Source: an optimization exercise on an open RTL-to-GDS flow (aim: small area and a short achievable clock period). Production flows keep margins and buffers that such runs may drop. At most, simulation tests tie the RTL to the original design; equivalence was not proved. Only the layout flow was run in runs 2 to 7; the RTL was not checked for function there.

==> flow/design.v (outline; a module is shown in full before it is edited, if it fits) <==
// module gte_mac123: 1207 lines
// module mac_fa: 4 lines
// module mac_ha: 4 lines
module gte_mac123 (
   input  wire               clk,
   input  wire               reset,
   input  wire               trigger,
   input  wire signed [31:0] mul1,
   input  wire signed [31:0] mul2,
   input  wire signed [44:0] add,
   input  wire               sub,
   input  wire               swap,
   input  wire               save_shifted,
   input  wire               use_ir,
   input  wire               ir_shift,
   input  wire               ir_shift_flag,
   input  wire               sat_ir,
   input  wire               sat_ir_flag,
   input  wire               use_result,
   output wire signed [31:0] mac_result,
   output reg                mac_writeback,
   output wire signed [15:0] ir_result,
   output reg                ir_writeback,
   output reg  signed [44:0] mac_last,
   output wire signed [31:0] mac_shifted,
   output wire               flag_mac_uf,
   output wire               flag_mac_of,
   output wire               flag_ir
);
  // ...
==> flow/run.sh <==
#!/bin/bash
# synth_recipe.tcl (not shown) runs the flow's synth.tcl, then flattens the netlist and writes it again
# the make line also repeats each setting of config.mk as NAME=value (left out here)
make -C /OpenROAD-flow-scripts/flow DESIGN_CONFIG=/design/flow/config.mk WORK_HOME=/design/flow/orfs CLKGATE_MAP_FILE= SYNTH_SCRIPT=/design/flow/synth_recipe.tcl finish
==> flow/config.mk <==
export PLATFORM = sky130hd
export DESIGN_NAME = gte_mac123
export DESIGN_NICKNAME = gte_mac123
export VERILOG_FILES = /design/flow/design.v
export SDC_FILE = /design/flow/constraint.sdc
export NUM_CORES = 4
export LEC_CHECK = 0
export ABC_AREA = 1
export CAP_MARGIN = 20
export CORE_MARGIN = 2
export CORE_UTILIZATION = 40
export SLEW_MARGIN = 20
export SYNTH_HIERARCHICAL = 1
==> flow/constraint.sdc <==
create_clock -name core_clock -period 14.0 [get_ports {clk}]
set_input_delay 2.8000 -clock core_clock [delete_from_list [all_inputs] [get_ports {clk}]]
set_output_delay 2.8000 -clock core_clock [all_outputs]
set_load 0.01 [all_outputs]
==> metrics.cfg, run 1 <==
[run_status]
status=complete, no violations

[worst_setup_path]
reg2reg_from=a_r[12]
cpMostUsedCell=nand2_1
worst-path-buf-inv=3
rrSetupSlack_ns=10.24

[global_route]
grt_pass1_wl_um=140000
grtUsageTotal=0.262
grt_antenna_before_repair=2
grt_use_met1=0.362

[synth]
synth_xor_area_frac=0.175
ys_seq_area_frac=0.138
synth_commonest_cells=xor2_1 (486), o22ai_1 (407), fa_1 (398), nand2_1 (309), inv_1 (247)
yosysTopAreaCellShare=0.294
syn_area_um2=27100

[sta]
tightest_slew_ns=1.09
fmax_mhz=128
fin_tns_setup_ns=0
relSlewSlack=0.266

[routing]
wl_per_cell_um=22.7
wl_met2_um=40500
postRouteAntennaNets=0
top_layer=met5
wl_met3_um=8750
dr.pass1.iters=6
drt-met1-wl_um=39100

[clock_network]
clock-sinks=186
cts_buffers=17

[layout]
final-clk-cell-share=0.0197
seq_share=0.121
design_area_um2=30800
largest-register=mac_last
seqCellArea_um2=3730
n_fill_cell=6517
largest_class=multi-input combinational cells
post-route-util=0.460

[floorplan]
initial_core_util=0.404
die_w_um=264

[placed_design]
hpwl_um=66300

[min_path]
holdPathStages=2

==> run 2, diff against run 1 <==
--- a/flow/design.v
+++ b/flow/design.v
@@ -1182,24 +1182,31 @@
    wire pcy_g5_0 = pcy_g3_4 | (pcy_p3_4 & pcy_g4_0);
    wire pcy_p5_0 = pcy_p3_4 & pcy_p4_0;
    wire [43:0] vcy = {va_g5_43, va_g5_42, va_g5_41, va_g5_40, va_g5_39, va_g5_38, va_g5_37, va_g5_36, va_g5_35, va_g5_34, va_g5_33, va_g5_32, va_g4_31, va_g4_30, va_g4_29, va_g4_28, va_g4_27, va_g4_26, va_g4_25, va_g4_24, va_g4_23, va_g4_22, va_g4_21, va_g4_20, va_g4_19, va_g4_18, va_g4_17, va_g4_16, va_g3_15, va_g3_14, va_g3_13, va_g3_12, va_g3_11, va_g3_10, va_g3_9, va_g3_8, va_g2_7, va_g2_6, va_g2_5, va_g2_4, va_g1_3, va_g1_2, va_g0_1, vg[0]};              
    wire [43:0] vci = {vcy[42:0], 1'b0};       
    wire [43:0] pg = ps_r & pc_r;
    wire [43:0] pp_ = ps_r | pc_r;
    wire        pcarry = pcy_g5_0;
    wire        T44 = c3[43] ^ vcy[43] ^ z44_r ^ pcarry;
-   assign R = {T44, (vh ^ {44{inv_r}}) ^ vci};
+   wire [43:0] V = vh ^ vci;
+   assign R = {T44, V ^ {44{inv_r}}};
    assign mac_shifted = R[43:12];
    assign mac_result  = save_shifted_r ? R[43:12] : R[31:0];
    assign flag_mac_uf = mac_writeback & R[44] & ~R[43];
    assign flag_mac_of = mac_writeback & ~R[44] & R[43];
+   wire [43:0] vp1 = {vp[42:0], 1'b0};
+   wire [43:0] vg1 = {vg[42:0], 1'b0};
+   wire lo_z = &(~(vh[31:16] ^ vp1[31:16]));
+   wire lo_o = &(vh[31:16] ^ vg1[31:16]);
+   wire hi_z = &(~(vh[43:28] ^ vp1[43:28]));
+   wire hi_o = &(vh[43:28] ^ vg1[43:28]);
+   wire lo_big = ~(V[15] ? lo_o : lo_z);
+   wire hi_big = ~(V[27] ? hi_o : hi_z);
    wire lo_neg = R[31], hi_neg = R[43];
-   wire lo_big = ~(&R[31:15]) & (|R[31:15]);
-   wire hi_big = ~(&R[43:27]) & (|R[43:27]);
    wire        v_neg  = IRshift_1 ? hi_neg : lo_neg;
    wire        v_big  = IRshift_1 ? hi_big : lo_big;
    wire [15:0] v_low  = IRshift_1 ? R[27:12] : R[15:0];
    assign ir_result = ~ir_writeback ? 16'h0000 :
                       (satIR_1 & v_neg)  ? 16'h0000 :
                       v_big ? (v_neg ? 16'h8000 : 16'h7FFF) : v_low;
    wire        w_neg  = IRshiftFlag_1 ? hi_neg : lo_neg;
    wire        w_big  = IRshiftFlag_1 ? hi_big : lo_big;
==> run 2 against run 1 <==
Compared with the run above:
- largest cell class unchanged
- synthesized cell count increased by 8.5%
- cell count increased by 8.0%
- still clean on timing, DRC and antenna
- critical endpoint is now mac_result[21]
- sequential share of layout area decreased by 0.40 points
- register-to-register slack got worse by 0.55 ns
- critical path depth decreased by 4
- die area increased by 3.5%
- non-clock buffer count increased by 5
- first-iteration DRC count rose by 18%
- synthesized area up 3.5%
- worst hold slack better by 0.0029 ns
- count of clock-buffer cells in the layout did not move
==> metrics.cfg, run 2 <==
[run_status]
status=complete, no violations  ; unchanged

[synth]
synth.avg_cell_area_um2=8.46  ; was 8.87 um2
ys_async_sr_fraction=0  ; unchanged
yosys_warnings=7  ; unchanged
synth_largest_area_cell=fa_1  ; unchanged
synth_seq_cells=186  ; unchanged
syn_area_um2=28000  ; was 27100 um2
synthTopCellsByArea=fa_1 (30%), xor2_1 (15%), dfxtp_1 (13%)  ; was fa_1 (29%), xor2_1 (16%), dfxtp_1 (14%)
ys_seq_area_frac=0.133  ; was 0.138
ys.flop_type=dfxtp_1  ; unchanged
yosysTopAreaCellShare=0.299  ; was 0.294
synth_edf_count=1  ; unchanged
synth.distinct_cells=52  ; was 63
yosysMostFrequentCell=xor2_1  ; unchanged
netlist_instances=3310  ; was 3050
synth_commonest_cells=xor2_1 (494), nand2_1 (490), fa_1 (418), o22ai_1 (407), inv_1 (283)  ; was xor2_1 (486), o22ai_1 (407), fa_1 (398), nand2_1 (309), inv_1 (247)

[worst_setup_path]
worstSetupPathType=flop to output port  ; unchanged
cpPeakStageDelay_ns=0.59  ; was 0.56 ns
required_ns=11.20  ; about the same
path_cells=fa_1 -> ha_1 -> inv_1 -> fa_1 -> nor2_1 -> nand2_1 -> nand2_1 -> nand2_1 -> nand2_2 -> nand2_1 -> nand2_2 -> nand2_1 -> nand2_2 -> inv_1 -> fa_1 -> xor2_1 -> nand2_1 -> o21ai_0 -> clkdlybuf4s50_1  ; was fa_1 -> inv_1 -> ha_1 -> nor2_2 -> nand2_1 -> nor2_1 -> nand2_4 -> nand2_8 -> nand2_2 -> nand2_2 -> nand2_1 -> nand2_1 -> nand2_1 -> nand2_1 -> inv_1 -> nand2_1 -> nand2_2 -> nand4_1 -> nand3_1 -> nand2_2 -> nor2_1 -> nor2_1 -> clkdlybuf4s50_1
slowest_stage=clkdlybuf4s50_1  ; was fa_1
cpMostUsedCell=nand2_1  ; unchanged
path_max_fanout=14  ; was 16
critPathLaunchType=flop  ; unchanged
rrSetupSlack_ns=9.69  ; was 10.24 ns
worstPathArrival_ns=5.05  ; was 5.03 ns
endpoint_kind=output port  ; unchanged

[placed_design]
placed_cells=4327  ; was 4005
place_area_um2=31300  ; was 30200 um2
gp_congestion=0.905  ; was 0.871
hpwl_um=70700  ; was 66300 um
dp_slack_ns=6.23  ; was 6.07 ns
numPortBuffers=250  ; unchanged

[clock_network]
tritoncts=done  ; unchanged
post_cts_resized=0  ; unchanged
clkTransAtPathRegs_ns=0.08  ; about the same
cts_buffer_depth=2  ; unchanged
root_buffer=clkbuf_16  ; unchanged
post_cts_buffers=0  ; unchanged
clk-insertion-delay-late_ns=0.50  ; was 0.49 ns
cts_buffers=17  ; unchanged
clock-sinks=186  ; unchanged
htree_levels=4  ; unchanged
postCtsHoldBufs=0  ; unchanged

[layout]
largest_reg_flops=45  ; unchanged
mostFrequentLayoutCells=xor2_1 (494), nand2_1 (490), fa_1 (418)  ; was xor2_1 (486), o22ai_1 (407), fa_1 (398)
syn_to_final_growth_pct=13.8  ; was 13.9%
reg_top3=mac_last (45), a_r (44), ps_r (44)  ; unchanged
drive_gt1_frac=0.0632  ; was 0.0777
final_cells=4361  ; was 4038
post-route-util=0.458  ; was 0.460
fin_nets=4065  ; was 3793
mostFrequentLayoutCell=xor2_1  ; unchanged
design_area_um2=31900  ; was 30800 um2
largest-register=mac_last  ; unchanged

[routing]
dr.pass1.iters=7  ; was 6
drc=0  ; unchanged
drtIter0Drc=2432  ; was 2062
postRouteAntennaNets=0  ; unchanged
num_vias=24401  ; was 22712
wl_um=98600  ; was 91700 um
vias_per_cell=5.60  ; was 5.62
wl_per_cell_um=22.6  ; was 22.7 um

[sta]
fin_skew_ns=0.0237  ; was 0.0178 ns
tightest_slew_ns=1.09  ; about the same
whs_ns=0.483  ; was 0.480 ns
rsz0062_at_grt=no  ; unchanged
fin_crit_ns=7.85  ; was 7.83 ns
drv_slew=0  ; unchanged
relSlewSlack=0.273  ; was 0.266
setup_violations=0  ; unchanged
fmax_mhz=127  ; was 128 MHz
setup_ws_ns=6.15  ; was 6.17 ns
period_share=0.561  ; was 0.560
finalHoldViolations=0  ; unchanged
fin_tns_setup_ns=0  ; unchanged

[floorplan]
ios=251  ; unchanged
row_count=97  ; was 95
dieArea_um2=72200  ; was 69800 um2
die_y_um=269  ; was 264 um
initial_core_util=0.402  ; was 0.404
die_w_um=269  ; was 264 um
core-area_um2=69700  ; was 67000 um2

[min_path]
hp-class=flop to flop  ; unchanged

[global_route]
grt_antenna_before_repair=2  ; unchanged
overflow=0  ; unchanged
grtUsageTotal=0.275  ; was 0.262
grt_pass1_vias=24389  ; was 22517
grt_pass1_wl_um=149000  ; was 140000 um
grt_start_max_net_pins=57  ; was 63

[job]
drv_cap=0  ; unchanged

run 2: cell types whose count changed in the layout (fill, tap and decap cells not counted), moves of 13 or more:
cell,change
nand2_1,+181
nand3_1,+92
or2_2,+39
inv_1,+36
mux2i_1,-26
nand2_2,-26
xnor2_1,-22
fa_1,+20
o21ai_0,-17
nor2_2,-16
nor2_1,-13
run 2: logic make-up (layout without fill, tap and decap cells):
family	count (synthesis)	in the layout	share of synthesized area
adder cells (fa/ha/maj)	538	538	0.352
flip-flops	186	186	0.133
buffers and inverters	554	657	0.0758
AND/OR/NAND/NOR	904	904	0.144
multiplexers	6	6	0.00214
AO/OA/AOI/OAI	602	602	0.130
XOR/XNOR	518	518	0.162
other	2	10	0.000268
run 2: worst paths after layout:
check             cells after the start              to    startpoint
setup reg to reg                     20         a_r[33]       ps_r[0]
setup / recovery                     19  mac_result[21]       ps_r[0]
hold / removal                        2    mac_last[33]  mac_last[33]
hold reg to reg                       2    mac_last[33]  mac_last[33]
run 2: cell type report:
cell class              count  area, um2
fillers                  6875      37800
well taps                 940       1180
clock inverters            14        154
multi-input cells        2576      22300
diodes                      2       5.00
inverters                 304       1140
clock buffers              18        429
repair buffers            321       2980
flip-flops and latches    186       3740
run 2: worst max-delay path: cells and delay by family, from the launching register on:
| family | cells | cell delay [ns] |
|---|---|---|
| xor+xnor | 1 | 0.50 |
| flops | 1 | 0.37 |
| simple gates | 10 | 1.37 |
| buf+inv | 3 | 0.73 |
| fa+ha+maj | 4 | 1.43 |
| compound gates | 1 | 0.17 |
run 2: routing by layer:
metal,track usage,share of wire
met1,0.358,0.40
met2,0.432,0.45
met4,0.115,0.038
met3,0.0734,0.11
met5,0,0.00018
run 2: modules after synthesis (local to each module, per instance):
module,cells inside,flops+latches,area (um2)
gte_mac123,2876,186,19600
mac_fa,1,0,20.0
mac_ha,1,0,12.5
==> run 3, diff against run 2 <==
==> flow/flow/run.sh (new file) <==
#!/bin/bash
# The standard layout (the standard.sh with its unchanged synthesis) with two
# changes to how the layout is made: the port buffers are plain buffers
# (sky130_fd_sc_hd__buf_1) instead of the delay cells buffer_ports picks by
# default, and ORFS's timing repair is asked for a setup margin past what the
# clock period needs. The clock and constraints are the design's.
# make's full output goes to make_finish.log in the work folder.
set -euo pipefail
here="$(cd "$(dirname "${BASH_SOURCE[0]}")/.." && pwd)"
cd "$here"
bash ./standard.sh "BUFFER_PORTS_ARGS=-buffer_cell sky130_fd_sc_hd__buf_1" \
  SETUP_SLACK_MARGIN=6.5 finish > make_finish.log 2>&1
==> flow/standard.sh (new file) <==
#!/bin/bash
# synth_recipe.tcl (not shown) runs the flow's synth.tcl, then flattens the netlist and writes it again
# the make line also repeats each setting of config.mk as NAME=value (left out here)
make -C /OpenROAD-flow-scripts/flow DESIGN_CONFIG=/design/flow/config.mk WORK_HOME=/design/flow/orfs CLKGATE_MAP_FILE= SYNTH_SCRIPT=/design/flow/synth_recipe.tcl "${@:-finish}"
removed: flow/run.sh
==> run 3 against run 2 <==
Compared with the run above:
- still clean on timing, DRC and antenna
- synthesized cell count did not move
- non-clock buffer count decreased by 4
- routed wire length down 2.1%
- count of clock-buffer cells in the layout rose by 1
- cell count shrank 0.14%
- critical path depth is 9 lower
- largest cell class unchanged
==> metrics.cfg, run 3 <==
[worst_setup_path]
required_ns=14.36  ; was 11.20 ns
slowest_stage=clkbuf_2  ; was clkdlybuf4s50_1
critPathLaunchType=input pin  ; was flop
path_cells=clkbuf_2 -> or2_2 -> nand2_1 -> o22ai_1 -> xor2_1 -> fa_1 -> fa_1 -> fa_1 -> fa_1 -> fa_1  ; was fa_1 -> ha_1 -> inv_1 -> fa_1 -> nor2_1 -> nand2_1 -> nand2_1 -> nand2_1 -> nand2_2 -> nand2_1 -> nand2_2 -> nand2_1 -> nand2_2 -> inv_1 -> fa_1 -> xor2_1 -> nand2_1 -> o21ai_0 -> clkdlybuf4s50_1
cp_top_family=adder cells  ; unchanged
path_max_fanout=27  ; was 14
rrSetupSlack_ns=9.88  ; was 9.69 ns
worst-path-buf-inv=1  ; was 3
worstSetupPathType=input pin to flop  ; was flop to output port
reg2reg_from=ps_r[0]  ; unchanged
cpMostUsedCell=fa_1  ; was nand2_1
worstPathArrival_ns=7.73  ; was 5.05 ns
setup.worst_path.start=mul2[23]  ; was ps_r[0]
endpoint_kind=flop  ; was output port
cpPeakStageDelay_ns=0.82  ; was 0.59 ns

[global_route]
grtUsageTotal=0.269  ; was 0.275
grt_pass1_vias=23847  ; was 24389
overflow=0  ; unchanged
grt_antenna_before_repair=2  ; unchanged
grt_pass1_wl_um=147000  ; was 149000 um
grt_start_max_net_pins=75  ; was 57

[layout]
syn_to_final_growth_pct=8.72  ; was 13.8%
mostFrequentLayoutCell=xor2_1  ; unchanged
mostFrequentLayoutCells=xor2_1 (493), nand2_1 (489), fa_1 (418)  ; was xor2_1 (494), nand2_1 (490), fa_1 (418)
final_cells=4355  ; was 4361
post-route-util=0.437  ; was 0.458
fin_nets=4061  ; was 4065
reg_top3=mac_last (45), a_r (44), ps_r (44)  ; unchanged
drive_gt1_frac=0.0647  ; was 0.0632
n_fill_cell=7021  ; was 6875
largest-register=mac_last  ; unchanged
design_area_um2=30500  ; was 31900 um2
antenna_cells=0  ; was 2
largest_reg_flops=45  ; unchanged

[clock_network]
post_cts_buffers=0  ; unchanged
postCtsHoldBufs=0  ; unchanged
cts_buffers=17  ; unchanged
tritoncts=done  ; unchanged
clk-insertion-delay-late_ns=0.50  ; about the same
cts_buffer_depth=2  ; unchanged
clock-sinks=186  ; unchanged
clkTransAtPathRegs_ns=0.07  ; was 0.08 ns
htree_levels=4  ; unchanged
root_buffer=clkbuf_16  ; unchanged

[placed_design]
place_area_um2=29700  ; was 31300 um2
gp_congestion=0.888  ; was 0.905
placed_cells=4321  ; was 4327
numPortBuffers=250  ; unchanged
hpwl_um=70500  ; was 70700 um

[routing]
num_vias=24271  ; was 24401
drtIter0Drc=2525  ; was 2432
wl_per_cell_um=22.2  ; was 22.6 um
dr.pass1.iters=6  ; was 7
wl_um=96600  ; was 98600 um
vias_per_cell=5.57  ; was 5.60
postRouteAntennaNets=0  ; unchanged
drc=0  ; unchanged

[synth]
yosys_warnings=7  ; unchanged
ys_async_sr_fraction=0  ; unchanged
yosysTopAreaCellShare=0.299  ; unchanged
synth_largest_area_cell=fa_1  ; unchanged
synthTopCellsByArea=fa_1 (30%), xor2_1 (15%), dfxtp_1 (13%)  ; unchanged
synth_seq_cells=186  ; unchanged
yosysMostFrequentCell=xor2_1  ; unchanged
synth_commonest_cells=xor2_1 (494), nand2_1 (490), fa_1 (418), o22ai_1 (407), inv_1 (283)  ; unchanged
synth.distinct_cells=52  ; unchanged
ys.flop_type=dfxtp_1  ; unchanged
ys_seq_area_frac=0.133  ; unchanged
synth_edf_count=1  ; unchanged
syn_area_um2=28000  ; unchanged
synth.avg_cell_area_um2=8.46  ; unchanged
netlist_instances=3310  ; unchanged

[sta]
tightest_slew_ns=1.16  ; was 1.09 ns
fin_tns_setup_ns=0  ; unchanged
fmax_mhz=136  ; was 127 MHz
finalHoldViolations=0  ; unchanged
rsz0062_at_grt=no  ; unchanged
fin_crit_ns=7.37  ; was 7.85 ns
relSlewSlack=0.226  ; was 0.273
drv_slew=0  ; unchanged
setup_violations=0  ; unchanged
whs_ns=0.478  ; was 0.483 ns
period_share=0.526  ; was 0.561
fin_skew_ns=0.0217  ; was 0.0237 ns

[floorplan]
dieArea_um2=72200  ; unchanged
die_y_um=269  ; unchanged
die_w_um=269  ; unchanged
initial_core_util=0.402  ; unchanged
row_count=97  ; unchanged
ios=251  ; unchanged
core-area_um2=69700  ; unchanged

[run_status]
status=complete, no violations  ; unchanged

[min_path]
hp-class=flop to flop  ; unchanged
hp-start=mac_last[31]  ; was mac_last[33]

[job]
drv_cap=0  ; unchanged

## run 3: changes by cell type in the layout (fill, tap and decap cells not counted), moves of 8 or more
cell and delta:
buf_1 +236, buf_2 -11, clkdlybuf4s50_1 -239, buf_4 -8, clkbuf_2 +14
## run 3: logic make-up after synthesis
family | after synthesis | share of synthesized area
flip-flops | 186 | 0.133
adder cells (fa/ha/maj) | 538 | 0.352
other | 2 | 0.000268
multiplexers | 6 | 0.00214
buffers and inverters | 554 | 0.0758
XOR/XNOR | 518 | 0.162
AND/OR/NAND/NOR | 904 | 0.144
AO/OA/AOI/OAI | 602 | 0.130
## run 3: per-layer routing
metal | vias up | share of wire | track usage | routed length, um
met5 | - | 0.00013 | 0 | 13
met2 | 1367 | 0.44 | 0.420 | 42900
met4 | 2 | 0.037 | 0.106 | 3530
li1 | 11010 | - | - | -
met3 | 202 | 0.096 | 0.0536 | 9280
met1 | 11690 | 0.42 | 0.366 | 40800
## run 3: what timing repair did
action                     4_1_cts  5_1_grt
pin swaps                        0        0
cloned                           0        0
gates resized for setup          1        5
setup endpoints to repair        1        6
## run 3: cell type report
class / count / area [um2] / share of cell area
multi-input combinational: 2576 / 22300 / 0.732
sequential: 186 / 3740 / 0.123
timing repair buffer: 317 / 1490 / 0.0490
clock inverter: 13 / 160 / 0.00526
inverter: 304 / 1140 / 0.0375
clock buffer: 19 / 453 / 0.0149
tap: 940 / 1180 / 0.0386
## run 3: path summary, 6_finish.rpt
path         depth (start not counted)           end
max reg2reg                         20       a_r[32]
min reg2reg                          2  mac_last[31]
min                                  2  mac_last[31]
max                                 10      pc_r[37]
## run 3: metrics by stage
step / setup slack, ns
after floorplan: 6.96
after global placement: 6.20
after detailed placement: 6.19
after CTS: 6.67
after global routing: 6.51
final: 6.63
## run 3: Yosys stat by module (local to each module, per instance)
| module | area [um2] | flip-flops and latches | copies in the design |
|---|---|---|---|
| mac_ha | 12.5 | 0 | 36 |
| gte_mac123 | 19600 | 186 | 1 |
| mac_fa | 20.0 | 0 | 398 |
## run 3: worst register-to-register path, delay by kind of cell, from the launching register on
family                     cells  cell delay (ns)
AOI/OAI and AO/OA              1             0.12
adders and majority gates      4             1.55
buffers and inverters          2             0.13
and+or+nand+nor               11             1.31
xor gates and xnor gates       2             0.48
DFF                            1             0.38
==> run 4, diff against run 3 <==
--- a/flow/flow/run.sh
+++ b/flow/flow/run.sh
@@ -9,4 +9,4 @@
 here="$(cd "$(dirname "${BASH_SOURCE[0]}")/.." && pwd)"
 cd "$here"
 bash ./standard.sh "BUFFER_PORTS_ARGS=-buffer_cell sky130_fd_sc_hd__buf_1" \
-  SETUP_SLACK_MARGIN=6.5 finish > make_finish.log 2>&1
+  SETUP_SLACK_MARGIN=7.0 finish > make_finish.log 2>&1
==> run 4 against run 3 <==
Compared with the run above:
- clock skew decreased by 0.0022 ns
- critical path type unchanged
- final area is 0.97% higher
- routed wire length grew 2.4%
- worst setup slack better by 0.46 ns
- global-route usage increased by 0.47 points
- via count grew 1.6%
- cell count is 0.28% higher
- sequential share of layout area shrank 0.11 points
- maximum frequency increased by 6.7%
- register-to-register slack improved by 0.21 ns
- worst hold slack better by 0.0012 ns
==> metrics.cfg, run 4 <==
[run_status]
status=complete, no violations  ; unchanged

[layout]
drive_gt1_frac=0.0744  ; was 0.0647
largest_reg_flops=45  ; unchanged
fin_nets=4073  ; was 4061
mostFrequentLayoutCell=xor2_1  ; unchanged
seqCellArea_um2=3740  ; about the same
multiInputGateArea_um2=22400  ; was 22300 um2
largest-register=mac_last  ; unchanged
antenna_cells=0  ; unchanged
reg_top3=mac_last (45), a_r (44), ps_r (44)  ; unchanged
n_fill_cell=6939  ; was 7021
final_cells=4367  ; was 4355
syn_to_final_growth_pct=9.78  ; was 8.72%
mostFrequentLayoutCells=xor2_1 (492), nand2_1 (482), fa_1 (417)  ; was xor2_1 (493), nand2_1 (489), fa_1 (418)

[routing]
drtIter0Drc=2617  ; was 2525
wl_um=98900  ; was 96600 um
vias_per_cell=5.64  ; was 5.57
dr.pass1.iters=6  ; unchanged
num_vias=24648  ; was 24271
postRouteAntennaNets=0  ; unchanged
wl_per_cell_um=22.6  ; was 22.2 um
drc=0  ; unchanged

[floorplan]
initial_core_util=0.402  ; unchanged
row_count=97  ; unchanged
dieArea_um2=72200  ; unchanged
core-area_um2=69700  ; unchanged
die_y_um=269  ; unchanged
die_w_um=269  ; unchanged
ios=251  ; unchanged

[sta]
relSlewSlack=0.264  ; was 0.226
fin_crit_ns=6.91  ; was 7.37 ns
setup_violations=0  ; unchanged
whs_ns=0.480  ; was 0.478 ns
finalHoldViolations=0  ; unchanged
tightest_slew_ns=1.10  ; was 1.16 ns
fin_skew_ns=0.0195  ; was 0.0217 ns
period_share=0.493  ; was 0.526
drv_slew=0  ; unchanged
rsz0062_at_grt=no  ; unchanged
fmax_mhz=145  ; was 136 MHz
setup_ws_ns=7.09  ; was 6.63 ns
fin_tns_setup_ns=0  ; unchanged

[worst_setup_path]
critPathLaunchType=input pin  ; unchanged
slowest_stage=fa_1  ; was clkbuf_2
path_max_fanout=31  ; was 27
worstPathArrival_ns=7.26  ; was 7.73 ns
worstSetupPathType=input pin to flop  ; unchanged
cp_top_family=adder cells  ; unchanged
path_cells=buf_1 -> buf_4 -> inv_1 -> buf_4 -> nand2_1 -> buf_4 -> o22ai_1 -> xor2_1 -> fa_1 -> fa_1 -> fa_1 -> fa_1 -> fa_1 -> fa_1  ; was clkbuf_2 -> or2_2 -> nand2_1 -> o22ai_1 -> xor2_1 -> fa_1 -> fa_1 -> fa_1 -> fa_1 -> fa_1
cpMostUsedCell=fa_1  ; unchanged
worst-path-buf-inv=5  ; was 1
cpPeakStageDelay_ns=0.56  ; was 0.82 ns
endpoint_kind=flop  ; unchanged
required_ns=14.36  ; about the same

[placed_design]
hpwl_um=70900  ; was 70500 um
numPortBuffers=250  ; unchanged
gp_congestion=0.895  ; was 0.888
dp_slack_ns=6.19  ; about the same
placed_cells=4320  ; was 4321

[min_path]
hp-class=flop to flop  ; unchanged

[synth]
synth_edf_count=1  ; unchanged
ys_seq_area_frac=0.133  ; unchanged
yosysMostFrequentCell=xor2_1  ; unchanged
ys.flop_type=dfxtp_1  ; unchanged
synth_largest_area_cell=fa_1  ; unchanged
synth_commonest_cells=xor2_1 (494), nand2_1 (490), fa_1 (418), o22ai_1 (407), inv_1 (283)  ; unchanged
yosys_warnings=7  ; unchanged
synth_seq_cells=186  ; unchanged
synth.distinct_cells=52  ; unchanged
syn_area_um2=28000  ; unchanged
netlist_instances=3310  ; unchanged
ys_async_sr_fraction=0  ; unchanged
synth.avg_cell_area_um2=8.46  ; unchanged
synthTopCellsByArea=fa_1 (30%), xor2_1 (15%), dfxtp_1 (13%)  ; unchanged
yosysTopAreaCellShare=0.299  ; unchanged

[global_route]
grt_start_max_net_pins=78  ; was 75
grtUsageTotal=0.274  ; was 0.269
grt_antenna_before_repair=1  ; was 2
grt_pass1_vias=23823  ; was 23847
grt_pass1_wl_um=148000  ; was 147000 um
overflow=0  ; unchanged

[job]
drv_cap=0  ; unchanged

[clock_network]
clkTransAtPathRegs_ns=0.08  ; was 0.07 ns
root_buffer=clkbuf_16  ; unchanged
tritoncts=done  ; unchanged
clk-insertion-delay-late_ns=0.50  ; about the same
clock-sinks=186  ; unchanged
cts_buffers=17  ; unchanged
htree_levels=4  ; unchanged
cts_buffer_depth=2  ; unchanged

-- run 4: cell count changes in the layout (fill, tap and decap cells not counted), sizes merged --
| cell | change |
|---|---|
| clkinv | -1 |
| o21ai | +1 |
| a21oi | +1 |
| buf | +5 |
| inv | +2 |
| clkbuf | +3 |
| nand2 | +1 |
-- run 4: kinds of logic (layout without fill, tap and decap cells) --
| group | count (synthesis) | in the layout | synth area share |
|---|---|---|---|
| other | 2 | 8 | 0.000268 |
| muxes | 6 | 6 | 0.00214 |
| DFF | 186 | 186 | 0.133 |
| AOI/OAI and AO/OA | 602 | 604 | 0.130 |
| and+or+nand+nor | 904 | 905 | 0.144 |
| xor gates and xnor gates | 518 | 518 | 0.162 |
| adders and majority gates | 538 | 538 | 0.352 |
| buffers and inverters | 554 | 662 | 0.0758 |
-- run 4: final cells by class --
type                    instances  area share
repair buffers                326      0.0543
well taps                     940      0.0382
multi-input cells            2579       0.728
inverters                     304      0.0373
flip-flops and latches        186       0.122
clock inverters                14     0.00590
clock buffers                  18      0.0143
-- run 4: layer usage --
metal  track usage  part of all wire  wire length [um]  vias to the layer above
li1              -                 -                 -                    11035
met4         0.109             0.043              4240                        0
met2         0.426              0.44             43600                     1516
met1         0.363              0.41             40400                    11829
met3        0.0711              0.11             10600                      268
met5             0                 0                 0                        -
-- run 4: modules after synthesis, one instance, submodules excluded --
module,flops+latches,cell area [um2]
mac_ha,0,12.5
gte_mac123,186,19600
mac_fa,0,20.0
-- run 4: what timing repair did --
| item | in CTS | in global routing |
|---|---|---|
| endpoints found under the setup margin | 48 | 55 |
| gates resized for setup | 13 | 45 |
| hold buffers | 0 | 0 |
| pin swaps | 5 | 5 |
| gates cloned | 2 | 1 |
| setup buffers | 6 | 6 |
-- run 4: worst reg2reg max path, delay by kind of cell, from the launching register on --
kind | cells | cell delay (ns)
AOI/OAI and AO/OA | 1 | 0.12
xor gates and xnor gates | 2 | 0.44
adders and majority gates | 4 | 1.55
buffers and inverters | 3 | 0.28
DFF | 1 | 0.32
and+or+nand+nor | 11 | 1.03
-- run 4: per-stage QoR --
stage	cell area [um2]	util
6_report	30800	0.441
5_1_grt	30800	0.441
4_1_cts	30500	0.438
3_5_place_dp	29800	0.427
3_3_place_gp	29700	0.427
2_1_floorplan	28000	-
-- run 4: final timing paths --
check	start	endpoint	slack, ns	cells after the start
worst min register to register	mac_last[31]	mac_last[31]	0.48	2
worst max-delay path	mul2[0]	pc_r[31]	7.09	14
worst min-delay path	mac_last[31]	mac_last[31]	0.48	2
worst max register to register	a_r[0]	a_r[32]	10.09	21
==> run 5, diff against run 4 <==
--- a/flow/flow/run.sh
+++ b/flow/flow/run.sh
@@ -9,4 +9,4 @@
 here="$(cd "$(dirname "${BASH_SOURCE[0]}")/.." && pwd)"
 cd "$here"
 bash ./standard.sh "BUFFER_PORTS_ARGS=-buffer_cell sky130_fd_sc_hd__buf_1" \
-  SETUP_SLACK_MARGIN=7.0 finish > make_finish.log 2>&1
+  SETUP_SLACK_MARGIN=7.5 finish > make_finish.log 2>&1
==> run 5 against run 4 <==
Compared with the run above:
- still clean on timing, DRC and antenna
- global-route usage is 0.68 points higher
- first-iteration DRC count down 4.6%
- critical path depth grew 10
- largest cell class unchanged
- highest routed layer unchanged
==> metrics.cfg, run 5 <==
[sta]
tightest_slew_ns=1.23  ; was 1.10 ns
period_share=0.467  ; was 0.493
fin_skew_ns=0.0132  ; was 0.0195 ns
setup_violations=0  ; unchanged
relSlewSlack=0.180  ; was 0.264
finalHoldViolations=0  ; unchanged
rsz0062_at_grt=yes  ; was no
drv_slew=0  ; unchanged
fin_crit_ns=6.54  ; was 6.91 ns
fmax_mhz=153  ; was 145 MHz
setup_ws_ns=7.46  ; was 7.09 ns
fin_tns_setup_ns=0  ; unchanged

[synth]
synth_edf_count=1  ; unchanged
ys.flop_type=dfxtp_1  ; unchanged
netlist_instances=3310  ; unchanged
yosys_warnings=7  ; unchanged
synthTopCellsByArea=fa_1 (30%), xor2_1 (15%), dfxtp_1 (13%)  ; unchanged
ys_async_sr_fraction=0  ; unchanged
yosysMostFrequentCell=xor2_1  ; unchanged
synth_largest_area_cell=fa_1  ; unchanged
synth.avg_cell_area_um2=8.46  ; unchanged
synth_commonest_cells=xor2_1 (494), nand2_1 (490), fa_1 (418), o22ai_1 (407), inv_1 (283)  ; unchanged
syn_area_um2=28000  ; unchanged
yosysTopAreaCellShare=0.299  ; unchanged
ys_seq_area_frac=0.133  ; unchanged
synth_seq_cells=186  ; unchanged
synth.distinct_cells=52  ; unchanged

[routing]
postRouteAntennaNets=0  ; unchanged
dr.pass1.iters=6  ; unchanged
wl_um=102000  ; was 98900 um
wl_per_cell_um=22.9  ; was 22.6 um
vias_per_cell=5.65  ; was 5.64
drc=0  ; unchanged
num_vias=25196  ; was 24648
drtIter0Drc=2496  ; was 2617

[global_route]
grt_antenna_before_repair=2  ; was 1
grtUsageTotal=0.281  ; was 0.274
grt_start_max_net_pins=74  ; was 78
grt_pass1_vias=24682  ; was 23823
overflow=0  ; unchanged
grt_pass1_wl_um=152000  ; was 148000 um

[worst_setup_path]
path_cells=fa_1 -> ha_2 -> inv_2 -> fa_2 -> nor2_1 -> nand2_1 -> nand2_2 -> nand2_2 -> nand2_4 -> nand2_4 -> nand2_8 -> buf_4 -> nand2_4 -> nand2_4 -> nand2_2 -> nand3_2 -> nand2_2 -> nand2_2 -> nand2_4 -> nand2_4 -> nand3_4 -> buf_16 -> nor2_2 -> buf_2  ; was buf_1 -> buf_4 -> inv_1 -> buf_4 -> nand2_1 -> buf_4 -> o22ai_1 -> xor2_1 -> fa_1 -> fa_1 -> fa_1 -> fa_1 -> fa_1 -> fa_1
worst-path-buf-inv=4  ; was 5
required_ns=11.20  ; was 14.36 ns
cpMostUsedCell=nand2_4  ; was fa_1
rrSetupSlack_ns=10.35  ; was 10.09 ns
cp_top_family=simple AND/OR/NAND/NOR gates  ; was adder cells
r2r_cells=21  ; unchanged
slowest_stage=fa_1  ; unchanged
worstSetupPathType=flop to output port  ; was input pin to flop
cpPeakStageDelay_ns=0.54  ; was 0.56 ns
critPathLaunchType=flop  ; was input pin
reg2reg_from=a_r[0]  ; unchanged
path_max_fanout=7  ; was 31
worstPathArrival_ns=3.74  ; was 7.26 ns
endpoint_kind=output port  ; was flop
r2r_end=a_r[32]  ; unchanged

[floorplan]
dieArea_um2=72200  ; unchanged
die_w_um=269  ; unchanged
initial_core_util=0.402  ; unchanged
die_y_um=269  ; unchanged
ios=251  ; unchanged
core-area_um2=69700  ; unchanged
row_count=97  ; unchanged

[layout]
syn_to_final_growth_pct=17.8  ; was 9.78%
largest-register=mac_last  ; unchanged
fin_nets=4165  ; was 4073
reg_top3=mac_last (45), a_r (44), ps_r (44)  ; unchanged
mostFrequentLayoutCell=xor2_1  ; unchanged
drive_gt1_frac=0.165  ; was 0.0744
mostFrequentLayoutCells=xor2_1 (487), nand2_1 (433), o22ai_1 (387)  ; was xor2_1 (492), nand2_1 (482), fa_1 (417)
n_fill_cell=6781  ; was 6939
largest_reg_flops=45  ; unchanged

[clock_network]
tritoncts=done  ; unchanged
clkTransAtPathRegs_ns=0.08  ; about the same
clk-insertion-delay-late_ns=0.49  ; was 0.50 ns
clock-sinks=186  ; unchanged
root_buffer=clkbuf_16  ; unchanged
htree_levels=4  ; unchanged
postCtsHoldBufs=0  ; unchanged
cts_buffers=17  ; unchanged
cts_buffer_depth=2  ; unchanged

[min_path]
worstHoldEndpoint=mac_last[8]  ; was mac_last[31]
hp-class=flop to flop  ; unchanged
holdPathStages=2  ; unchanged
hp-start=mac_last[8]  ; was mac_last[31]

[placed_design]
dp_slack_ns=6.20  ; was 6.19 ns
hpwl_um=70500  ; was 70900 um
gp_congestion=0.886  ; was 0.895
numPortBuffers=250  ; unchanged

[run_status]
status=complete, no violations  ; unchanged

[job]
drv_cap=0  ; unchanged

[run 5: cell counts after synthesis]
No cell type changed its count.
[run 5: worst reg2reg max path, delay by kind of cell, from the launching register on]
kind | cells | cell delay, ns
AOI/OAI and AO/OA | 1 | 0.12
xor gates and xnor gates | 2 | 0.32
adders and majority gates | 4 | 1.61
buffers and inverters | 3 | 0.24
DFF | 1 | 0.33
and+or+nand+nor | 11 | 0.90
[run 5: worst max path at each step]
stage | start | cells past startpoint | endpoint | slack (ns)
after floorplan | mul2[11] | 13 | pc_r[35] | 7.38
after detailed placement | mul2[5] | 13 | pc_r[30] | 6.20
final | a_r[0] | 24 | ir_result[3] | 7.46
after CTS | pc_r[0] | 19 | mac_result[20] | 7.32
after global routing | pc_r[25] | 18 | mac_result[20] | 7.28
after global placement | mul2[5] | 13 | pc_r[30] | 6.26
[run 5: final cells by class]
cell class,count,area (um2),share of cell area
diodes,3,7.51,0.000227
repair inverters,6,42.5,0.00129
well taps,940,1180,0.0356
clock inverters,11,109,0.00330
clock buffers,21,450,0.0136
multi-input cells,2577,23200,0.704
flip-flops and latches,186,3770,0.114
inverters,304,1210,0.0366
repair buffers,414,3020,0.0916
[run 5: cells by family after synthesis]
logic type / synth area share
AO/OA/AOI/OAI: 0.130
XOR/XNOR: 0.162
adder cells (fa/ha/maj): 0.352
buffers and inverters: 0.0758
flip-flops: 0.133
multiplexers: 0.00214
other: 0.000268
AND/OR/NAND/NOR: 0.144
[run 5: routing by layer]
layer	GRT usage	vias to the layer above	wire length (um)
met3	0.0719	275	11000
met2	0.435	1492	45500
li1	-	11244	-
met5	0	-	0
met1	0.362	12185	40800
met4	0.141	0	4980
[run 5: stage by stage]
stage	hold WS [ns]	cells	utilization	instance area, um2
CTS	0.483	4391	0.453	31600
floorplan	0.495	3316	-	28600
global route	0.520	4460	0.474	33000
global placement	0.460	4322	0.430	30000
finish	0.480	4462	0.474	33000
detailed placement	0.467	4322	0.430	30000
[run 5: Yosys stat by module (local to each module, per instance)]
module / cell area (um2) / copies in the design / flip-flops and latches
gte_mac123: 19600 / 1 / 186
mac_ha: 12.5 / 36 / 0
mac_fa: 20.0 / 398 / 0
[run 5: repair_timing]
item	in CTS	in global routing
setup buffers	27	57
gates cloned	10	11
endpoints found under the setup margin	107	93
pin swaps	24	44
resized for setup	155	243
==> run 6, diff against run 5 <==
--- a/flow/config.mk
+++ b/flow/config.mk
@@ -8,6 +8,6 @@
 export ABC_AREA = 1
 export CAP_MARGIN = 20
 export CORE_MARGIN = 2
-export CORE_UTILIZATION = 40
+export CORE_UTILIZATION = 55
 export SLEW_MARGIN = 20
 export SYNTH_HIERARCHICAL = 1
==> run 6 against run 5 <==
Compared with the run above:
- utilization grew 19 points
- highest routed layer is now met5
- still clean on timing, DRC and antenna
- sequential share of layout area shrank 0.11 points
- die area decreased by 27%
- worst setup slack worse by 0.10 ns
==> metrics.cfg, run 6 <==
[worst_setup_path]
required_ns=11.20  ; about the same
setup.worst_path.start=pc_r[0]  ; was a_r[0]
path_cells=fa_1 -> ha_2 -> inv_2 -> fa_2 -> nor2_2 -> nand2_1 -> nand2_2 -> nand2_2 -> nand2_4 -> nand2_4 -> nand2_8 -> nand2_2 -> nand2_2 -> nand2_1 -> nand3_1 -> nand2_2 -> nand2_2 -> nand2_4 -> nand2_4 -> nand3_4 -> buf_12 -> nor2_4 -> buf_6  ; was fa_1 -> ha_2 -> inv_2 -> fa_2 -> nor2_1 -> nand2_1 -> nand2_2 -> nand2_2 -> nand2_4 -> nand2_4 -> nand2_8 -> buf_4 -> nand2_4 -> nand2_4 -> nand2_2 -> nand3_2 -> nand2_2 -> nand2_2 -> nand2_4 -> nand2_4 -> nand3_4 -> buf_16 -> nor2_2 -> buf_2
path_max_fanout=7  ; unchanged
worstSetupPathType=flop to output port  ; unchanged
cpPeakStageDelay_ns=0.54  ; about the same
r2r_cells=22  ; was 21
reg2reg_from=pc_r[0]  ; was a_r[0]
endpoint_kind=output port  ; unchanged
rrSetupSlack_ns=10.16  ; was 10.35 ns
cpMostUsedCell=nand2_2  ; was nand2_4
slowest_stage=fa_1  ; unchanged
r2r_end=a_r[32]  ; unchanged
worstPathArrival_ns=3.84  ; was 3.74 ns
critPathLaunchType=flop  ; unchanged

[synth]
synth_simple_gate_area_frac=0.144  ; unchanged
synth_compound_area_frac=0.130  ; unchanged
synth_seq_cells=186  ; unchanged
synth_top_family_by_area=adder cells  ; unchanged
synth_largest_area_cell=fa_1  ; unchanged
synth_fa_ha_area_frac=0.352  ; unchanged
ys_async_sr_fraction=0  ; unchanged
synth.distinct_cells=52  ; unchanged
synth_commonest_cells=xor2_1 (494), nand2_1 (490), fa_1 (418), o22ai_1 (407), inv_1 (283)  ; unchanged
yosysMostFrequentCell=xor2_1  ; unchanged
synth.avg_cell_area_um2=8.46  ; unchanged
netlist_instances=3310  ; unchanged
synth_edf_count=1  ; unchanged
synthTopCellsByArea=fa_1 (30%), xor2_1 (15%), dfxtp_1 (13%)  ; unchanged
yosys_warnings=7  ; unchanged
yosysTopAreaCellShare=0.299  ; unchanged
ys.flop_type=dfxtp_1  ; unchanged
synth_xor_area_frac=0.162  ; unchanged
synthMuxAreaShare=0.00214  ; unchanged
ys_seq_area_frac=0.133  ; unchanged
syn_area_um2=28000  ; unchanged

[floorplan]
initial_core_util=0.558  ; was 0.402
die_w_um=230  ; was 269 um
row_count=82  ; was 97
die_y_um=230  ; was 269 um
ios=251  ; unchanged
dieArea_um2=52800  ; was 72200 um2
core-area_um2=50200  ; was 69700 um2

[global_route]
grt_antenna_before_repair=3  ; was 2
overflow=0  ; unchanged
grt_start_max_net_pins=79  ; was 74
grt_pass1_wl_um=155000  ; was 152000 um
grtUsageTotal=0.388  ; was 0.281
grt_pass1_vias=25899  ; was 24682

[sta]
tightest_slew_ns=1.02  ; was 1.23 ns
period_share=0.474  ; was 0.467
relSlewSlack=0.319  ; was 0.180
finalHoldViolations=0  ; unchanged
fin_crit_ns=6.64  ; was 6.54 ns
rsz0062_at_grt=yes  ; unchanged
fin_skew_ns=0.0171  ; was 0.0132 ns
fin_tns_setup_ns=0  ; unchanged
fmax_mhz=151  ; was 153 MHz
drv_slew=0  ; unchanged
setup_violations=0  ; unchanged

[clock_network]
root_buffer=clkbuf_16  ; unchanged
htree_levels=4  ; unchanged
cts_buffers=17  ; unchanged
cts_buffer_depth=2  ; unchanged
postCtsHoldBufs=0  ; unchanged
tritoncts=done  ; unchanged
clock-sinks=186  ; unchanged
clk-insertion-delay-late_ns=0.49  ; about the same
clkTransAtPathRegs_ns=0.07  ; was 0.08 ns

[routing]
drc=0  ; unchanged
postRouteAntennaNets=0  ; unchanged
vias_per_cell=6.27  ; was 5.65
wl_per_cell_um=25.4  ; was 22.9 um
num_vias=26341  ; was 25196
dr.pass1.iters=8  ; was 6
wl_um=107000  ; was 102000 um
drtIter0Drc=3066  ; was 2496

[placed_design]
place_area_um2=29700  ; was 30000 um2
numPortBuffers=250  ; unchanged
gp_congestion=0.943  ; was 0.886
hpwl_um=71100  ; was 70500 um

[layout]
mostFrequentLayoutCells=xor2_1 (479), nand2_1 (426), fa_1 (383)  ; was xor2_1 (487), nand2_1 (433), o22ai_1 (387)
mostFrequentLayoutCell=xor2_1  ; unchanged
seqCellArea_um2=3750  ; was 3770 um2
multiInputGateArea_um2=23400  ; was 23200 um2
n_fill_cell=4220  ; was 6781
reg_top3=mac_last (45), a_r (44), ps_r (44)  ; unchanged
fin_nets=4176  ; was 4165
design_area_um2=33200  ; was 33000 um2
syn_to_final_growth_pct=18.5  ; was 17.8%
antenna_cells=0  ; was 3
largest_reg_flops=45  ; unchanged
drive_gt1_frac=0.174  ; was 0.165
largest-register=mac_last  ; unchanged

[min_path]
holdPathStages=2  ; unchanged
hp-class=flop to flop  ; unchanged
hp-start=mac_last[30]  ; was mac_last[8]
worstHoldEndpoint=mac_last[30]  ; was mac_last[8]

[job]
drv_cap=0  ; unchanged

[run_status]
status=complete, no violations  ; unchanged

[run 6: layer usage]
metal / up-vias / global-route usage / share of wire / wire (um)
met3: 504 / 0.109 / 0.12 / 12800
li1: 11248 / - / - / -
met4: 8 / 0.188 / 0.060 / 6380
met2: 1901 / 0.592 / 0.43 / 46000
met1: 12680 / 0.509 / 0.39 / 41300
met5: - / 0 / 0.0011 / 120
[run 6: worst max path at each step]
stage	end	slack [ns]
4_1_cts	mac_result[20]	7.37
6_report	ir_result[12]	7.36
3_3_place_gp	pc_r[37]	6.30
5_1_grt	ir_result[5]	7.19
2_1_floorplan	pc_r[35]	7.38
3_5_place_dp	pc_r[37]	6.28
[run 6: cell type report]
type	count	area share
clock buffer	19	0.0140
clock inverter	13	0.00433
inverter	304	0.0369
multi-input combinational	2577	0.706
sequential	186	0.113
tap	672	0.0253
timing repair buffer	426	0.0996
timing repair inverter	5	0.00109
[run 6: worst max-delay path, delay by kind of cell, from the launching register on]
family,cells,cell delay [ns]
adder cells (fa/ha/maj),3,1.07
flip-flops,1,0.37
AND/OR/NAND/NOR,17,1.55
buffers and inverters,3,0.34
[run 6: metrics by stage]
stage / hold WS [ns] / cells / worst slack (ns) / util
finish: 0.477 / 4202 / 7.36 / 0.662
global placement: 0.458 / 4050 / 6.30 / 0.591
CTS: 0.477 / 4126 / 7.37 / 0.627
floorplan: 0.495 / 3316 / 7.38 / -
detailed placement: 0.466 / 4050 / 6.28 / 0.591
global route: 0.497 / 4202 / 7.19 / 0.662
[run 6: logic make-up after synthesis]
| family | count (synthesis) |
|---|---|
| adders and majority gates | 538 |
| DFF | 186 |
| AOI/OAI and AO/OA | 602 |
| buffers and inverters | 554 |
| muxes | 6 |
| and+or+nand+nor | 904 |
| xor gates and xnor gates | 518 |
| other | 2 |
[run 6: what timing repair did]
item                                    4_1_cts  5_1_grt
endpoints found under the hold margin         0        0
gates cloned                                 10       16
pin swaps                                    19       74
gates resized for setup                     179      277
setup buffers                                34       59
endpoints found under the setup margin       98       84
[run 6: per-module statistics from Yosys (local to each module, per instance)]
| module | flops+latches | area (um2) |
|---|---|---|
| gte_mac123 | 186 | 19600 |
| mac_fa | 0 | 20.0 |
| mac_ha | 0 | 12.5 |
==> run 7, diff against run 6 <==
--- a/flow/flow/run.sh
+++ b/flow/flow/run.sh
@@ -9,4 +9,4 @@
 here="$(cd "$(dirname "${BASH_SOURCE[0]}")/.." && pwd)"
 cd "$here"
 bash ./standard.sh "BUFFER_PORTS_ARGS=-buffer_cell sky130_fd_sc_hd__buf_1" \
-  SETUP_SLACK_MARGIN=7.5 finish > make_finish.log 2>&1
+  SETUP_SLACK_MARGIN=6.8 finish > make_finish.log 2>&1
--- a/flow/config.mk
+++ b/flow/config.mk
@@ -8,6 +8,6 @@
 export ABC_AREA = 1
 export CAP_MARGIN = 20
 export CORE_MARGIN = 2
-export CORE_UTILIZATION = 55
+export CORE_UTILIZATION = 40
 export SLEW_MARGIN = 20
 export SYNTH_HIERARCHICAL = 1
==> run 7 against run 6 <==
Compared with the run above:
- critical path depth is 13 lower
- maximum frequency decreased by 6.0%
- via count down 7.8%
- non-clock buffer count decreased by 97
- count of clock-buffer cells in the layout stayed put
- flip-flop and latch count unchanged
- utilization decreased by 22 points
- final area down 7.7%
- worst hold slack gained 0.0052 ns
- synthesized area did not move
- largest cell class unchanged
==> metrics.cfg, run 7 <==
[layout]
n_fill_cell=6997  ; was 4220
drive_gt1_frac=0.0700  ; was 0.174
mostFrequentLayoutCell=xor2_1  ; unchanged
mostFrequentLayoutCells=xor2_1 (493), nand2_1 (487), fa_1 (418)  ; was xor2_1 (479), nand2_1 (426), fa_1 (383)
largest_reg_flops=45  ; unchanged
reg_top3=mac_last (45), a_r (44), ps_r (44)  ; unchanged
syn_to_final_growth_pct=9.40  ; was 18.5%
fin_nets=4073  ; was 4176
antenna_cells=0  ; unchanged
design_area_um2=30600  ; was 33200 um2
largest-register=mac_last  ; unchanged

[clock_network]
cts_buffers=17  ; unchanged
root_buffer=clkbuf_16  ; unchanged
tritoncts=done  ; unchanged
htree_levels=4  ; unchanged
cts_buffer_depth=2  ; unchanged
clkTransAtPathRegs_ns=0.09  ; was 0.07 ns
clk-insertion-delay-late_ns=0.49  ; about the same
clock-sinks=186  ; unchanged
postCtsHoldBufs=0  ; unchanged

[synth]
synth_seq_cells=186  ; unchanged
synth_largest_area_cell=fa_1  ; unchanged
yosys_warnings=7  ; unchanged
ys.flop_type=dfxtp_1  ; unchanged
syn_area_um2=28000  ; unchanged
synth_top_family_by_area=adder cells  ; unchanged
synth_simple_gate_area_frac=0.144  ; unchanged
synth_compound_area_frac=0.130  ; unchanged
synth_fa_ha_area_frac=0.352  ; unchanged
ys_seq_area_frac=0.133  ; unchanged
synth.avg_cell_area_um2=8.46  ; unchanged
synth_xor_area_frac=0.162  ; unchanged
synth_commonest_cells=xor2_1 (494), nand2_1 (490), fa_1 (418), o22ai_1 (407), inv_1 (283)  ; unchanged
synth.distinct_cells=52  ; unchanged
synth_edf_count=1  ; unchanged
synthMuxAreaShare=0.00214  ; unchanged
netlist_instances=3310  ; unchanged
synthTopCellsByArea=fa_1 (30%), xor2_1 (15%), dfxtp_1 (13%)  ; unchanged
yosysTopAreaCellShare=0.299  ; unchanged
yosysMostFrequentCell=xor2_1  ; unchanged
ys_async_sr_fraction=0  ; unchanged

[placed_design]
gp_congestion=0.888  ; was 0.943
numPortBuffers=250  ; unchanged
place_area_um2=29700  ; about the same
hpwl_um=70500  ; was 71100 um

[routing]
drtIter0Drc=2603  ; was 3066
num_vias=24278  ; was 26341
vias_per_cell=5.56  ; was 6.27
postRouteAntennaNets=0  ; unchanged
dr.pass1.iters=7  ; was 8
wl_per_cell_um=22.1  ; was 25.4 um
drc=0  ; unchanged
wl_um=96600  ; was 107000 um

[min_path]
holdPathStages=2  ; unchanged
worstHoldEndpoint=mac_last[4]  ; was mac_last[30]
hp-class=flop to flop  ; unchanged
hp-start=mac_last[4]  ; was mac_last[30]

[worst_setup_path]
r2r_cells=21  ; was 22
worstSetupPathType=input pin to flop  ; was flop to output port
worstPathArrival_ns=7.42  ; was 3.84 ns
endpoint_kind=flop  ; was output port
r2r_end=a_r[32]  ; unchanged
critPathLaunchType=input pin  ; was flop
reg2reg_from=ps_r[0]  ; was pc_r[0]
cpPeakStageDelay_ns=0.68  ; was 0.54 ns
rrSetupSlack_ns=10.06  ; was 10.16 ns
cpMostUsedCell=fa_1  ; was nand2_2
path_max_fanout=27  ; was 7
required_ns=14.36  ; was 11.20 ns
path_cells=clkbuf_4 -> or2_2 -> nand2_1 -> o22ai_1 -> xor2_1 -> fa_1 -> fa_1 -> fa_1 -> fa_1 -> fa_1  ; was fa_1 -> ha_2 -> inv_2 -> fa_2 -> nor2_2 -> nand2_1 -> nand2_2 -> nand2_2 -> nand2_4 -> nand2_4 -> nand2_8 -> nand2_2 -> nand2_2 -> nand2_1 -> nand3_1 -> nand2_2 -> nand2_2 -> nand2_4 -> nand2_4 -> nand3_4 -> buf_12 -> nor2_4 -> buf_6
slowest_stage=nand2_1  ; was fa_1

[sta]
tightest_slew_ns=1.20  ; was 1.02 ns
fin_tns_setup_ns=0  ; unchanged
fin_crit_ns=7.07  ; was 6.64 ns
rsz0062_at_grt=yes  ; unchanged
whs_ns=0.482  ; was 0.477 ns
period_share=0.505  ; was 0.474
relSlewSlack=0.201  ; was 0.319
drv_slew=0  ; unchanged
finalHoldViolations=0  ; unchanged
fin_skew_ns=0.0225  ; was 0.0171 ns
fmax_mhz=142  ; was 151 MHz
setup_violations=0  ; unchanged

[floorplan]
ios=251  ; unchanged
dieArea_um2=72200  ; was 52800 um2
die_y_um=269  ; was 230 um
initial_core_util=0.402  ; was 0.558
die_w_um=269  ; was 230 um
row_count=97  ; was 82
core-area_um2=69700  ; was 50200 um2

[global_route]
grt_antenna_before_repair=2  ; was 3
grt_start_max_net_pins=75  ; was 79
overflow=0  ; unchanged
grt_pass1_wl_um=147000  ; was 155000 um
grt_pass1_vias=23847  ; was 25899
grtUsageTotal=0.269  ; was 0.388

[run_status]
status=complete, no violations  ; unchanged

[job]
drv_cap=0  ; unchanged

## run 7: changes by cell type in the layout (fill, tap and decap cells not counted), sizes merged
| cell | delta |
|---|---|
| clkbuf | -12 |
| buf | -78 |
| clkinv | +8 |
| inv | +1 |
| bufbuf | -7 |
| clkinvlp | -14 |
| a21oi | -1 |
## run 7: what timing repair did
action                     in CTS  in global routing
gates resized for setup         7                 19
hold endpoints to repair        0                  0
buffers inserted                0                 12
setup endpoints to repair       7                 43
pin swaps                       0                  4
## run 7: cells by family (layout without fill, tap and decap cells)
family / count (synthesis) / in the layout
buffers and inverters: 554 / 665
muxes: 6 / 6
and+or+nand+nor: 904 / 904
DFF: 186 / 186
other: 2 / 8
adders and majority gates: 538 / 538
AOI/OAI and AO/OA: 602 / 602
xor gates and xnor gates: 518 / 518
## run 7: critical path, delay by kind of cell
kind / cells / cell delay (ns)
AOI/OAI and AO/OA: 1 / 0.48
xor gates and xnor gates: 1 / 0.21
adders and majority gates: 5 / 2.47
buffers and inverters: 1 / 0.51
and+or+nand+nor: 2 / 0.92
## run 7: Yosys stat by module, one instance, submodules excluded
module      cells inside  area, um2  flops+latches  copies in the design
gte_mac123          2876      19600            186                     1
mac_fa                 1       20.0              0                   398
mac_ha                 1       12.5              0                    36
## run 7: layout make-up
| class | instances | area (um2) | area share |
|---|---|---|---|
| inverter | 304 | 1150 | 0.0374 |
| sequential | 186 | 3740 | 0.122 |
| tap | 940 | 1180 | 0.0384 |
| timing repair buffer | 329 | 1660 | 0.0540 |
| clock buffer | 19 | 453 | 0.0148 |
| clock inverter | 13 | 160 | 0.00523 |
| multi-input combinational | 2576 | 22300 | 0.728 |
## run 7: metal layers
layer | track usage | vias up | routed length, um
met5 | 0 | - | 11
met4 | 0.107 | 2 | 3430
met3 | 0.0539 | 194 | 9290
met2 | 0.420 | 1380 | 42900
met1 | 0.366 | 11666 | 40900
li1 | - | 11036 | -
## run 7: how the worst max path moves through the flow
stage | startpoint | to | slack, ns
6_report | mul2[23] | pc_r[37] | 6.93
5_1_grt | ps_r[0] | mac_result[21] | 6.79
4_1_cts | ps_r[0] | mac_result[21] | 6.73
3_5_place_dp | mul2[11] | pc_r[33] | 6.19
3_3_place_gp | mul2[11] | pc_r[33] | 6.20
2_1_floorplan | mul2[13] | pc_r[35] | 6.96
## run 7: per-stage QoR
stage / cells / setup WS (ns) / utilization
floorplan: 3316 / 6.96 / -
global placement: 4321 / 6.20 / 0.427
detailed placement: 4321 / 6.19 / 0.427
CTS: 4353 / 6.73 / 0.436
global route: 4367 / 6.79 / 0.440
finish: 4367 / 6.93 / 0.440

-- separate check: timing with driven ports --
In the flow no input, the clock included, has a driving cell. The finished layouts below were timed again as built, in two steps.
Step 1, drivers: a clkbuf_16 drives clk and a buf_2 each remaining input, both assumed.
Step 2, shift: input delay + t, output delay - t, t = (earliest + latest rising clock arrival at the registers) / 2. This alone moves slack from input paths to output paths.
Slacks: ideal / step 1 / step 2; pairs: ideal / step 1.
run	shift t [ns]	slack for setup (ns)	hold slack, ns	worst setup path at the end	worst slew at a driven data input, ns
run 1	0.543	6.166 / 6.104 / 5.983	0.480 / 0.480 / 0.480	input to register	0.10
run 2	0.530	6.146 / 6.100 / 6.119	0.483 / 0.483 / 0.483	input to register	0.09
run 3	0.539	6.631 / 6.664 / 6.125	0.478 / 0.478 / 0.478	input to register	0.10
run 4	0.541	7.094 / 7.123 / 6.582	0.480 / 0.480 / 0.480	input to register	0.07
run 5	0.544	7.460 / 7.398 / 6.996	0.480 / 0.480 / 0.480	input to register	0.13
run 6	0.542	7.357 / 7.296 / 6.976	0.477 / 0.477 / 0.477	input to register	0.09
run 7	0.536	6.933 / 6.963 / 6.427	0.482 / 0.482 / 0.482	input to register	0.10
After both steps setup and hold are still met in every run listed. The setup slack of run 4, which loses most, moves by +0.029 ns with the drivers and by -0.512 ns with both steps.
